From an optimization exercise on the open Yosys and OpenROAD flow, aimed at small area, a short achievable clock period and few clock cycles; shortcuts taken in it are not production practice.
RTL that was checked went through simulation tests only; none was proved equivalent to the original.

==> 11-18: inputs <==
## seq_multi
module seq_multi #(
    parameter WIDTH = 32
)
(
    input wire logic clk,
    input wire logic rst,
    input wire logic start,
    input wire logic [WIDTH - 1:0] multiplier,
    input wire logic [WIDTH - 1:0] multiplicand,
    output logic busy,
    output logic [(WIDTH * 2) - 1:0] product
);
export LEC_CHECK = 0
export CAP_MARGIN = 20
export CORE_MARGIN = 2
export CORE_UTILIZATION = 45
export SETUP_SLACK_MARGIN = 1.0
export SLEW_MARGIN = 20
create_clock -name core_clock -period 5.0 [get_ports {clk}]
standard.sh (not shown) runs the stock make flow with config.mk's settings and CLKGATE_MAP_FILE= SYNTH_SCRIPT=/design/flow/synth_recipe.tcl, a recipe that flattens the netlist after the stock synthesis.
==> flow/flow/run.sh <==
#!/bin/bash
# The standard layout, with the port buffers made of buf_4 cells instead of the
# delay-buffer cells buffer_ports picks by default.
set -euo pipefail
export BUFFER_PORTS_ARGS="-buffer_cell sky130_fd_sc_hd__buf_4"
bash standard.sh finish > standard.log 2>&1
==> 04-23: changes against 11-18 <==
--- a/flow/design.v
+++ b/flow/design.v
@@ -902,11 +902,8 @@
             s <= ts;
             c <= tc;
         end else if (bd) begin
             s <= {ts[47:0], lo[15:0]};
             c <= {tc[47:0], 16'd0};
-        end else begin
-            s[63:16] <= product[63:16];
-            c <= 64'd0;
         end
     end
 endmodule
--- a/flow/config.mk
+++ b/flow/config.mk
@@ -5,8 +5,8 @@
 export SDC_FILE = /design/flow/constraint.sdc
 export NUM_CORES = 4
 export LEC_CHECK = 0
 export CAP_MARGIN = 20
 export CORE_MARGIN = 2
-export CORE_UTILIZATION = 45
-export SETUP_SLACK_MARGIN = 1.0
+export CORE_UTILIZATION = 40
+export SETUP_SLACK_MARGIN = 0.5
 export SLEW_MARGIN = 20
==> impl_metrics.yaml <==
finish:
  final.fill_count: 3673
timing:
  finalCriticalPeriod_ns: 4.40
outcome:
  status: "timing/DRC/antenna clean"
the above is filed under 11-18

==> impl_metrics.yaml <==
outcome:
  status: "timing/DRC/antenna clean"
finish:
  final.fill_count: 5461
  fin_util: 0.474
routing:
  highest-signal-layer: "met4"
hold_path:
  min_path_cells: 1
grt:
  groute.layer.met2.usage: 0.431
the above is filed under 04-23

Testbench counts of 11-18, summed over its fixed seeds: cycles 1,024.
The RTL of 04-23 was laid out without a check of its function.


==> build 11 <==
Another version of the RTL of seq_multi (not shown whole).
Settings: LEC_CHECK=0, CAP_MARGIN=20, CORE_MARGIN=2, CORE_UTILIZATION=55, SETUP_SLACK_MARGIN=0.5, SLEW_MARGIN=20; clock period 5.0 ns.
==> flow/flow/run.sh <==
#!/bin/bash
# The standard layout, with the port buffers made of buf_1 cells instead of the
# delay-buffer cells buffer_ports picks by default.
set -euo pipefail
export BUFFER_PORTS_ARGS="-buffer_cell sky130_fd_sc_hd__buf_1"
bash standard.sh finish > standard.log 2>&1
==> build 31: changes against build 11 <==
--- a/flow/design.v
+++ b/flow/design.v
@@ -1257,13 +1257,15 @@
         busy <= ~rst & accept & need_b;
         bm <= ~rst & start & ~bm & need_b;
         bq <= ~rst & start & ~bq & need_b;
         bx <= ~rst & start & ~bx & need_b;
         bd <= ~rst & start & ~bd & need_b;
-        m <= multiplicand;
-        q <= multiplier[31:17];
-        n8 <= multiplier[17];
+        if (~bm) begin
+            m <= multiplicand;
+            q <= multiplier[31:17];
+            n8 <= multiplier[17];
+        end
         if (start & ~bd) begin
             s <= ts;
             c <= tc;
         end else if (bd) begin
             s <= {ts[47:0], lo[15:0]};
==> flow/config.mk (replaced) <==
export PLATFORM = sky130hd
export DESIGN_NAME = seq_multi
export DESIGN_NICKNAME = seq_multi
export VERILOG_FILES = /design/flow/design.v
export SDC_FILE = /design/flow/constraint.sdc
export NUM_CORES = 4
export LEC_CHECK = 0
export ABC_AREA = 1
export CAP_MARGIN = 20
export CORE_MARGIN = 2
export CORE_UTILIZATION = 55
export SETUP_SLACK_MARGIN = 0.5
export SLEW_MARGIN = 20
==> summary.txt <==
Status
  – Outcome: finished clean

Finish
  – FF+latch area: 0.00362 mm^2
  – Most common cell after layout, fill and taps aside: inv_1

Timing
  – Top achievable clock speed: about 220 MHz

Route
  – Via count: 20.0k
  – Routed wl met2: around 34,000 um
  – DRT Pass-1 Iters: 5

Setup path
  – CP Launch Type: register
  – Worst flop-to-flop path endpoint: s[36]

Yosys
  – Synth Area in Compound Gates: 0.171

Floorplan
  – Starting Density: 0.556
the above is filed under build 11

==> summary.txt <==
Route
  – Via count: between 20k and 25k
  – DRT Pass-1 Iters: 6
  – Routed wl met2: 38,300 um

Finish
  – Share of cells above drive strength 1: 0.116
  – Most common cell after layout, fill and taps aside: nand2_1
  – Post-layout nets: between 3k and 4k
  – FF+latch area: about 0.0038 mm^2

Setup path
  – CP Launch Type: input pin
  – Cell breakdown of the critical path: buf_1 -> inv_2 -> nor4_2 -> buf_4 -> nor4_4 -> buf_4 -> clkbuf_16 -> o22ai_2 -> xor2_1 -> fa_1 -> fa_1 -> inv_1 -> fa_1 -> fa_2 -> o22ai_1
  – Worst flop-to-flop path endpoint: c[36]

Yosys
  – Synth Area in Compound Gates: 0.165
  – Sequential-to-total area share from yosys stat: 0.159

Hold path
  – Hold Crit Start: busy
  – Worst Hold Class: reg2reg

Flow run
  – MaxCap Viol Count: 0

Status
  – Outcome: finished clean
the above is filed under build 31

Testbench counts of build 31, summed over its fixed seeds: cycles 907.
The RTL of build 11 was laid out without a check of its function.


==> job 2160 <==
seq_multi, a different RTL version from the one above (not shown whole).
export LEC_CHECK = 0
export CAP_MARGIN = 20
export CORE_MARGIN = 2
export CORE_UTILIZATION = 55
export SETUP_SLACK_MARGIN = 0.5
export SLEW_MARGIN = 20
create_clock -name core_clock -period 5.0 [get_ports {clk}]
Scripts as last shown in full above: flow/flow/run.sh
==> job 8480: changes against job 2160 <==
--- a/flow/design.v
+++ b/flow/design.v
@@ -62,15 +62,16 @@
     wire [32:0] pp7 = (({33{on[7]}} & ms2[33:1]) | ({33{tw[7]}} & ms2[32:0])) ^ {33{ng[7]}};
     wire [32:0] pp8 = (({33{on[8]}} & ms2[33:1]) | ({33{tw[8]}} & ms2[32:0])) ^ {33{ng[8]}};
     wire [47:0] corr = {q[31] ? m : 32'd0, 1'b0, q[31], 14'd0};
     wire [47:0] xr = s[63:16] ^ c[63:16] ^ corr;
     wire [48:0] yr = {(s[63:16] & c[63:16]) | (s[63:16] & corr) | (c[63:16] & corr), 1'b0};
     wire [47:0] xb = {48{bx}} & xr;
     wire [48:0] yb = {49{bx}} & yr;
-    wire cy;                   
+    wire [16:0] lo;
+    wire cy = lo[16];
     wire [63:0] ha_p = s ^ c;
     wire [63:0] ha_g = s & c;
     wire ha_gg0 = ha_g[1] | (ha_p[1] & ha_g[0]);
     wire ha_gg1 = ha_g[3] | (ha_p[3] & ha_g[2]);
     wire ha_pp1 = ha_p[3] & ha_p[2];
     wire ha_gg2 = ha_g[5] | (ha_p[5] & ha_g[4]);
     wire ha_pp2 = ha_p[5] & ha_p[4];
@@ -387,15 +388,54 @@
     wire ha_gg186 = ha_gg154 | (ha_pp154 & ha_gg143);
     wire ha_gg187 = ha_gg155 | (ha_pp155 & ha_gg143);
     wire ha_gg188 = ha_gg156 | (ha_pp156 & ha_gg143);
     wire ha_gg189 = ha_gg157 | (ha_pp157 & ha_gg143);
     wire ha_gg190 = ha_gg158 | (ha_pp158 & ha_gg143);
     wire ha_gg191 = ha_gg159 | (ha_pp159 & ha_gg143);
     assign psum = {ha_p[63] ^ ha_gg190, ha_p[62] ^ ha_gg189, ha_p[61] ^ ha_gg188, ha_p[60] ^ ha_gg187, ha_p[59] ^ ha_gg186, ha_p[58] ^ ha_gg185, ha_p[57] ^ ha_gg184, ha_p[56] ^ ha_gg183, ha_p[55] ^ ha_gg182, ha_p[54] ^ ha_gg181, ha_p[53] ^ ha_gg180, ha_p[52] ^ ha_gg179, ha_p[51] ^ ha_gg178, ha_p[50] ^ ha_gg177, ha_p[49] ^ ha_gg176, ha_p[48] ^ ha_gg175, ha_p[47] ^ ha_gg174, ha_p[46] ^ ha_gg173, ha_p[45] ^ ha_gg172, ha_p[44] ^ ha_gg171, ha_p[43] ^ ha_gg170, ha_p[42] ^ ha_gg169, ha_p[41] ^ ha_gg168, ha_p[40] ^ ha_gg167, ha_p[39] ^ ha_gg166, ha_p[38] ^ ha_gg165, ha_p[37] ^ ha_gg164, ha_p[36] ^ ha_gg163, ha_p[35] ^ ha_gg162, ha_p[34] ^ ha_gg161, ha_p[33] ^ ha_gg160, ha_p[32] ^ ha_gg143, ha_p[31] ^ ha_gg142, ha_p[30] ^ ha_gg141, ha_p[29] ^ ha_gg140, ha_p[28] ^ ha_gg139, ha_p[27] ^ ha_gg138, ha_p[26] ^ ha_gg137, ha_p[25] ^ ha_gg136, ha_p[24] ^ ha_gg135, ha_p[23] ^ ha_gg134, ha_p[22] ^ ha_gg133, ha_p[21] ^ ha_gg132, ha_p[20] ^ ha_gg131, ha_p[19] ^ ha_gg130, ha_p[18] ^ ha_gg129, ha_p[17] ^ ha_gg128, ha_p[16] ^ ha_gg103, ha_p[15] ^ ha_gg102, ha_p[14] ^ ha_gg101, ha_p[13] ^ ha_gg100, ha_p[12] ^ ha_gg99, ha_p[11] ^ ha_gg98, ha_p[10] ^ ha_gg97, ha_p[9] ^ ha_gg96, ha_p[8] ^ ha_gg67, ha_p[7] ^ ha_gg66, ha_p[6] ^ ha_gg65, ha_p[5] ^ ha_gg64, ha_p[4] ^ ha_gg33, ha_p[3] ^ ha_gg32, ha_p[2] ^ ha_gg0, ha_p[1] ^ ha_g[0], ha_p[0]};
-    assign cy = ha_gg103;
+    wire [15:0] la_p = s[15:0] ^ c[15:0];
+    wire [15:0] la_g = s[15:0] & c[15:0];
+    wire la_gg0 = la_g[1] | (la_p[1] & la_g[0]);
+    wire la_gg1 = la_g[3] | (la_p[3] & la_g[2]);
+    wire la_pp1 = la_p[3] & la_p[2];
+    wire la_gg2 = la_g[5] | (la_p[5] & la_g[4]);
+    wire la_pp2 = la_p[5] & la_p[4];
+    wire la_gg3 = la_g[7] | (la_p[7] & la_g[6]);
+    wire la_pp3 = la_p[7] & la_p[6];
+    wire la_gg4 = la_g[9] | (la_p[9] & la_g[8]);
+    wire la_pp4 = la_p[9] & la_p[8];
+    wire la_gg5 = la_g[11] | (la_p[11] & la_g[10]);
+    wire la_pp5 = la_p[11] & la_p[10];
+    wire la_gg6 = la_g[13] | (la_p[13] & la_g[12]);
+    wire la_pp6 = la_p[13] & la_p[12];
+    wire la_gg7 = la_g[15] | (la_p[15] & la_g[14]);
+    wire la_pp7 = la_p[15] & la_p[14];
+    wire la_gg8 = la_gg1 | (la_pp1 & la_gg0);
+    wire la_gg9 = la_gg3 | (la_pp3 & la_gg2);
+    wire la_pp9 = la_pp3 & la_pp2;
+    wire la_gg10 = la_gg5 | (la_pp5 & la_gg4);
+    wire la_pp10 = la_pp5 & la_pp4;
+    wire la_gg11 = la_gg7 | (la_pp7 & la_gg6);
+    wire la_pp11 = la_pp7 & la_pp6;
+    wire la_gg12 = la_gg9 | (la_pp9 & la_gg8);
+    wire la_gg13 = la_gg11 | (la_pp11 & la_gg10);
+    wire la_pp13 = la_pp11 & la_pp10;
+    wire la_gg14 = la_gg13 | (la_pp13 & la_gg12);
+    wire la_gg15 = la_gg10 | (la_pp10 & la_gg12);
+    wire la_gg16 = la_gg2 | (la_pp2 & la_gg8);
+    wire la_gg17 = la_gg4 | (la_pp4 & la_gg12);
+    wire la_gg18 = la_gg6 | (la_pp6 & la_gg15);
+    wire la_gg19 = la_g[2] | (la_p[2] & la_gg0);
+    wire la_gg20 = la_g[4] | (la_p[4] & la_gg8);
+    wire la_gg21 = la_g[6] | (la_p[6] & la_gg16);
+    wire la_gg22 = la_g[8] | (la_p[8] & la_gg12);
+    wire la_gg23 = la_g[10] | (la_p[10] & la_gg17);
+    wire la_gg24 = la_g[12] | (la_p[12] & la_gg15);
+    wire la_gg25 = la_g[14] | (la_p[14] & la_gg18);
+    assign lo = {la_gg14, la_p[15] ^ la_gg25, la_p[14] ^ la_gg18, la_p[13] ^ la_gg24, la_p[12] ^ la_gg15, la_p[11] ^ la_gg23, la_p[10] ^ la_gg17, la_p[9] ^ la_gg22, la_p[8] ^ la_gg12, la_p[7] ^ la_gg21, la_p[6] ^ la_gg16, la_p[5] ^ la_gg20, la_p[4] ^ la_gg8, la_p[3] ^ la_gg19, la_p[2] ^ la_gg0, la_p[1] ^ la_g[0], la_p[0]};
     wire hs0, hc0;
     wire hs1, hc1;
     wire hs2, hc2;
     wire hs3, hc3;
     wire fs0, fc0;
     wire hs4, hc4;
     wire fs1, fc1;
@@ -1224,15 +1264,15 @@
             q <= multiplier[31:17];
             n8 <= multiplier[17];
         end
         if (start & ~bd) begin
             s <= ts;
             c <= tc;
         end else if (bd) begin
-            s <= {ts[47:0], product[15:0]};
+            s <= {ts[47:0], lo[15:0]};
             c <= {tc[47:0], 16'd0};
         end else begin
             s <= product;
             c <= 64'd0;
         end
     end
 endmodule
- TNS_END_PERCENT: unset -> 20
==> job 7132: changes against job 2160 <==
--- a/flow/design.v
+++ b/flow/design.v
@@ -62,15 +62,16 @@
     wire [32:0] pp7 = (({33{on[7]}} & ms2[33:1]) | ({33{tw[7]}} & ms2[32:0])) ^ {33{ng[7]}};
     wire [32:0] pp8 = (({33{on[8]}} & ms2[33:1]) | ({33{tw[8]}} & ms2[32:0])) ^ {33{ng[8]}};
     wire [47:0] corr = {q[31] ? m : 32'd0, 1'b0, q[31], 14'd0};
     wire [47:0] xr = s[63:16] ^ c[63:16] ^ corr;
     wire [48:0] yr = {(s[63:16] & c[63:16]) | (s[63:16] & corr) | (c[63:16] & corr), 1'b0};
     wire [47:0] xb = {48{bx}} & xr;
     wire [48:0] yb = {49{bx}} & yr;
-    wire cy;                   
+    wire [16:0] lo;
+    wire cy = lo[16];
     wire [63:0] ha_p = s ^ c;
     wire [63:0] ha_g = s & c;
     wire ha_gg0 = ha_g[1] | (ha_p[1] & ha_g[0]);
     wire ha_gg1 = ha_g[3] | (ha_p[3] & ha_g[2]);
     wire ha_pp1 = ha_p[3] & ha_p[2];
     wire ha_gg2 = ha_g[5] | (ha_p[5] & ha_g[4]);
     wire ha_pp2 = ha_p[5] & ha_p[4];
@@ -387,15 +388,54 @@
     wire ha_gg186 = ha_gg154 | (ha_pp154 & ha_gg143);
     wire ha_gg187 = ha_gg155 | (ha_pp155 & ha_gg143);
     wire ha_gg188 = ha_gg156 | (ha_pp156 & ha_gg143);
     wire ha_gg189 = ha_gg157 | (ha_pp157 & ha_gg143);
     wire ha_gg190 = ha_gg158 | (ha_pp158 & ha_gg143);
     wire ha_gg191 = ha_gg159 | (ha_pp159 & ha_gg143);
     assign psum = {ha_p[63] ^ ha_gg190, ha_p[62] ^ ha_gg189, ha_p[61] ^ ha_gg188, ha_p[60] ^ ha_gg187, ha_p[59] ^ ha_gg186, ha_p[58] ^ ha_gg185, ha_p[57] ^ ha_gg184, ha_p[56] ^ ha_gg183, ha_p[55] ^ ha_gg182, ha_p[54] ^ ha_gg181, ha_p[53] ^ ha_gg180, ha_p[52] ^ ha_gg179, ha_p[51] ^ ha_gg178, ha_p[50] ^ ha_gg177, ha_p[49] ^ ha_gg176, ha_p[48] ^ ha_gg175, ha_p[47] ^ ha_gg174, ha_p[46] ^ ha_gg173, ha_p[45] ^ ha_gg172, ha_p[44] ^ ha_gg171, ha_p[43] ^ ha_gg170, ha_p[42] ^ ha_gg169, ha_p[41] ^ ha_gg168, ha_p[40] ^ ha_gg167, ha_p[39] ^ ha_gg166, ha_p[38] ^ ha_gg165, ha_p[37] ^ ha_gg164, ha_p[36] ^ ha_gg163, ha_p[35] ^ ha_gg162, ha_p[34] ^ ha_gg161, ha_p[33] ^ ha_gg160, ha_p[32] ^ ha_gg143, ha_p[31] ^ ha_gg142, ha_p[30] ^ ha_gg141, ha_p[29] ^ ha_gg140, ha_p[28] ^ ha_gg139, ha_p[27] ^ ha_gg138, ha_p[26] ^ ha_gg137, ha_p[25] ^ ha_gg136, ha_p[24] ^ ha_gg135, ha_p[23] ^ ha_gg134, ha_p[22] ^ ha_gg133, ha_p[21] ^ ha_gg132, ha_p[20] ^ ha_gg131, ha_p[19] ^ ha_gg130, ha_p[18] ^ ha_gg129, ha_p[17] ^ ha_gg128, ha_p[16] ^ ha_gg103, ha_p[15] ^ ha_gg102, ha_p[14] ^ ha_gg101, ha_p[13] ^ ha_gg100, ha_p[12] ^ ha_gg99, ha_p[11] ^ ha_gg98, ha_p[10] ^ ha_gg97, ha_p[9] ^ ha_gg96, ha_p[8] ^ ha_gg67, ha_p[7] ^ ha_gg66, ha_p[6] ^ ha_gg65, ha_p[5] ^ ha_gg64, ha_p[4] ^ ha_gg33, ha_p[3] ^ ha_gg32, ha_p[2] ^ ha_gg0, ha_p[1] ^ ha_g[0], ha_p[0]};
-    assign cy = ha_gg103;
+    wire [15:0] la_p = s[15:0] ^ c[15:0];
+    wire [15:0] la_g = s[15:0] & c[15:0];
+    wire la_gg0 = la_g[1] | (la_p[1] & la_g[0]);
+    wire la_gg1 = la_g[3] | (la_p[3] & la_g[2]);
+    wire la_pp1 = la_p[3] & la_p[2];
+    wire la_gg2 = la_g[5] | (la_p[5] & la_g[4]);
+    wire la_pp2 = la_p[5] & la_p[4];
+    wire la_gg3 = la_g[7] | (la_p[7] & la_g[6]);
+    wire la_pp3 = la_p[7] & la_p[6];
+    wire la_gg4 = la_g[9] | (la_p[9] & la_g[8]);
+    wire la_pp4 = la_p[9] & la_p[8];
+    wire la_gg5 = la_g[11] | (la_p[11] & la_g[10]);
+    wire la_pp5 = la_p[11] & la_p[10];
+    wire la_gg6 = la_g[13] | (la_p[13] & la_g[12]);
+    wire la_pp6 = la_p[13] & la_p[12];
+    wire la_gg7 = la_g[15] | (la_p[15] & la_g[14]);
+    wire la_pp7 = la_p[15] & la_p[14];
+    wire la_gg8 = la_gg1 | (la_pp1 & la_gg0);
+    wire la_gg9 = la_gg3 | (la_pp3 & la_gg2);
+    wire la_pp9 = la_pp3 & la_pp2;
+    wire la_gg10 = la_gg5 | (la_pp5 & la_gg4);
+    wire la_pp10 = la_pp5 & la_pp4;
+    wire la_gg11 = la_gg7 | (la_pp7 & la_gg6);
+    wire la_pp11 = la_pp7 & la_pp6;
+    wire la_gg12 = la_gg9 | (la_pp9 & la_gg8);
+    wire la_gg13 = la_gg11 | (la_pp11 & la_gg10);
+    wire la_pp13 = la_pp11 & la_pp10;
+    wire la_gg14 = la_gg13 | (la_pp13 & la_gg12);
+    wire la_gg15 = la_gg10 | (la_pp10 & la_gg12);
+    wire la_gg16 = la_gg2 | (la_pp2 & la_gg8);
+    wire la_gg17 = la_gg4 | (la_pp4 & la_gg12);
+    wire la_gg18 = la_gg6 | (la_pp6 & la_gg15);
+    wire la_gg19 = la_g[2] | (la_p[2] & la_gg0);
+    wire la_gg20 = la_g[4] | (la_p[4] & la_gg8);
+    wire la_gg21 = la_g[6] | (la_p[6] & la_gg16);
+    wire la_gg22 = la_g[8] | (la_p[8] & la_gg12);
+    wire la_gg23 = la_g[10] | (la_p[10] & la_gg17);
+    wire la_gg24 = la_g[12] | (la_p[12] & la_gg15);
+    wire la_gg25 = la_g[14] | (la_p[14] & la_gg18);
+    assign lo = {la_gg14, la_p[15] ^ la_gg25, la_p[14] ^ la_gg18, la_p[13] ^ la_gg24, la_p[12] ^ la_gg15, la_p[11] ^ la_gg23, la_p[10] ^ la_gg17, la_p[9] ^ la_gg22, la_p[8] ^ la_gg12, la_p[7] ^ la_gg21, la_p[6] ^ la_gg16, la_p[5] ^ la_gg20, la_p[4] ^ la_gg8, la_p[3] ^ la_gg19, la_p[2] ^ la_gg0, la_p[1] ^ la_g[0], la_p[0]};
     wire hs0, hc0;
     wire hs1, hc1;
     wire hs2, hc2;
     wire hs3, hc3;
     wire fs0, fc0;
     wire hs4, hc4;
     wire fs1, fc1;
@@ -1224,15 +1264,15 @@
             q <= multiplier[31:17];
             n8 <= multiplier[17];
         end
         if (start & ~bd) begin
             s <= ts;
             c <= tc;
         end else if (bd) begin
-            s <= {ts[47:0], product[15:0]};
+            s <= {ts[47:0], lo[15:0]};
             c <= {tc[47:0], 16'd0};
         end else begin
             s <= product;
             c <= 64'd0;
         end
     end
 endmodule
- CORE_UTILIZATION: 55 -> 65
==> results.txt <==
- The lowest setup slack belongs to job 2160, the highest to job 7132.
- The lowest clock skew belongs to job 8480, the highest to job 7132.
- The lowest via count belongs to job 2160, the highest to job 7132.
- Synthesized area: job 8480 is higher than job 2160 (1.1%).
- In flip-flop and latch count, job 7132 and job 8480 do not differ.
- Against job 8480, the synthesized cell count of job 2160 is smaller by 1.6%.
- In job 7132 the first-iteration DRC count is larger than in job 8480, by 4.5%.
- The lowest maximum frequency belongs to job 2160, the highest to job 7132.
- Global-route usage: job 7132 > job 2160 > job 8480.
Testbench counts of job 8480, summed over its fixed seeds: cycles 907.
Testbench counts of job 7132, summed over its fixed seeds: cycles 907.
Function not checked in job 2160: the RTL went through the layout flow alone.

re-timing with driven ports:
Ports are ideal in the flow. The routed layouts listed here were re-timed in OpenROAD. Step 1, drivers: a clkbuf_16 drives clk and a buf_2 each remaining input, both assumed. Step 2 moves the port delays by t, midway between the first and last clock arrival at a register: inputs arrive t later, outputs are due t later. That takes back most of the time a late clock gives input paths. a / b / c = ideal ports / drivers / drivers and shift; a / b = the first two.
run	t, ns	setup WS [ns]	worst hold slack (ns)	latest minus earliest clock arrival (ns)
11-18	0.558	0.595 / 0.535 / 0.087	0.421 / 0.421 / 0.421	0.013 / 0.013
04-23	0.564	0.547 / 0.531 / 0.026	0.419 / 0.419 / 0.419	0.017 / 0.017
build 11	0.554	0.366 / 0.306 / -0.009	0.416 / 0.416 / 0.416	0.019 / 0.019
build 31	0.546	0.513 / 0.516 / 0.007	0.446 / 0.446 / 0.446	0.022 / 0.021
job 2160	0.546	0.381 / 0.322 / 0.089	0.421 / 0.421 / 0.421	0.014 / 0.014
job 8480	0.562	0.388 / 0.329 / -0.030	0.418 / 0.418 / 0.418	0.012 / 0.012
job 7132	0.513	0.430 / 0.372 / 0.068	0.424 / 0.424 / 0.424	0.019 / 0.018
With both steps, setup timing fails in build 11 and job 8480, where it was met with ideal ports. The setup slack of 04-23, which loses most, moves by -0.016 ns with the drivers and by -0.521 ns with both steps.
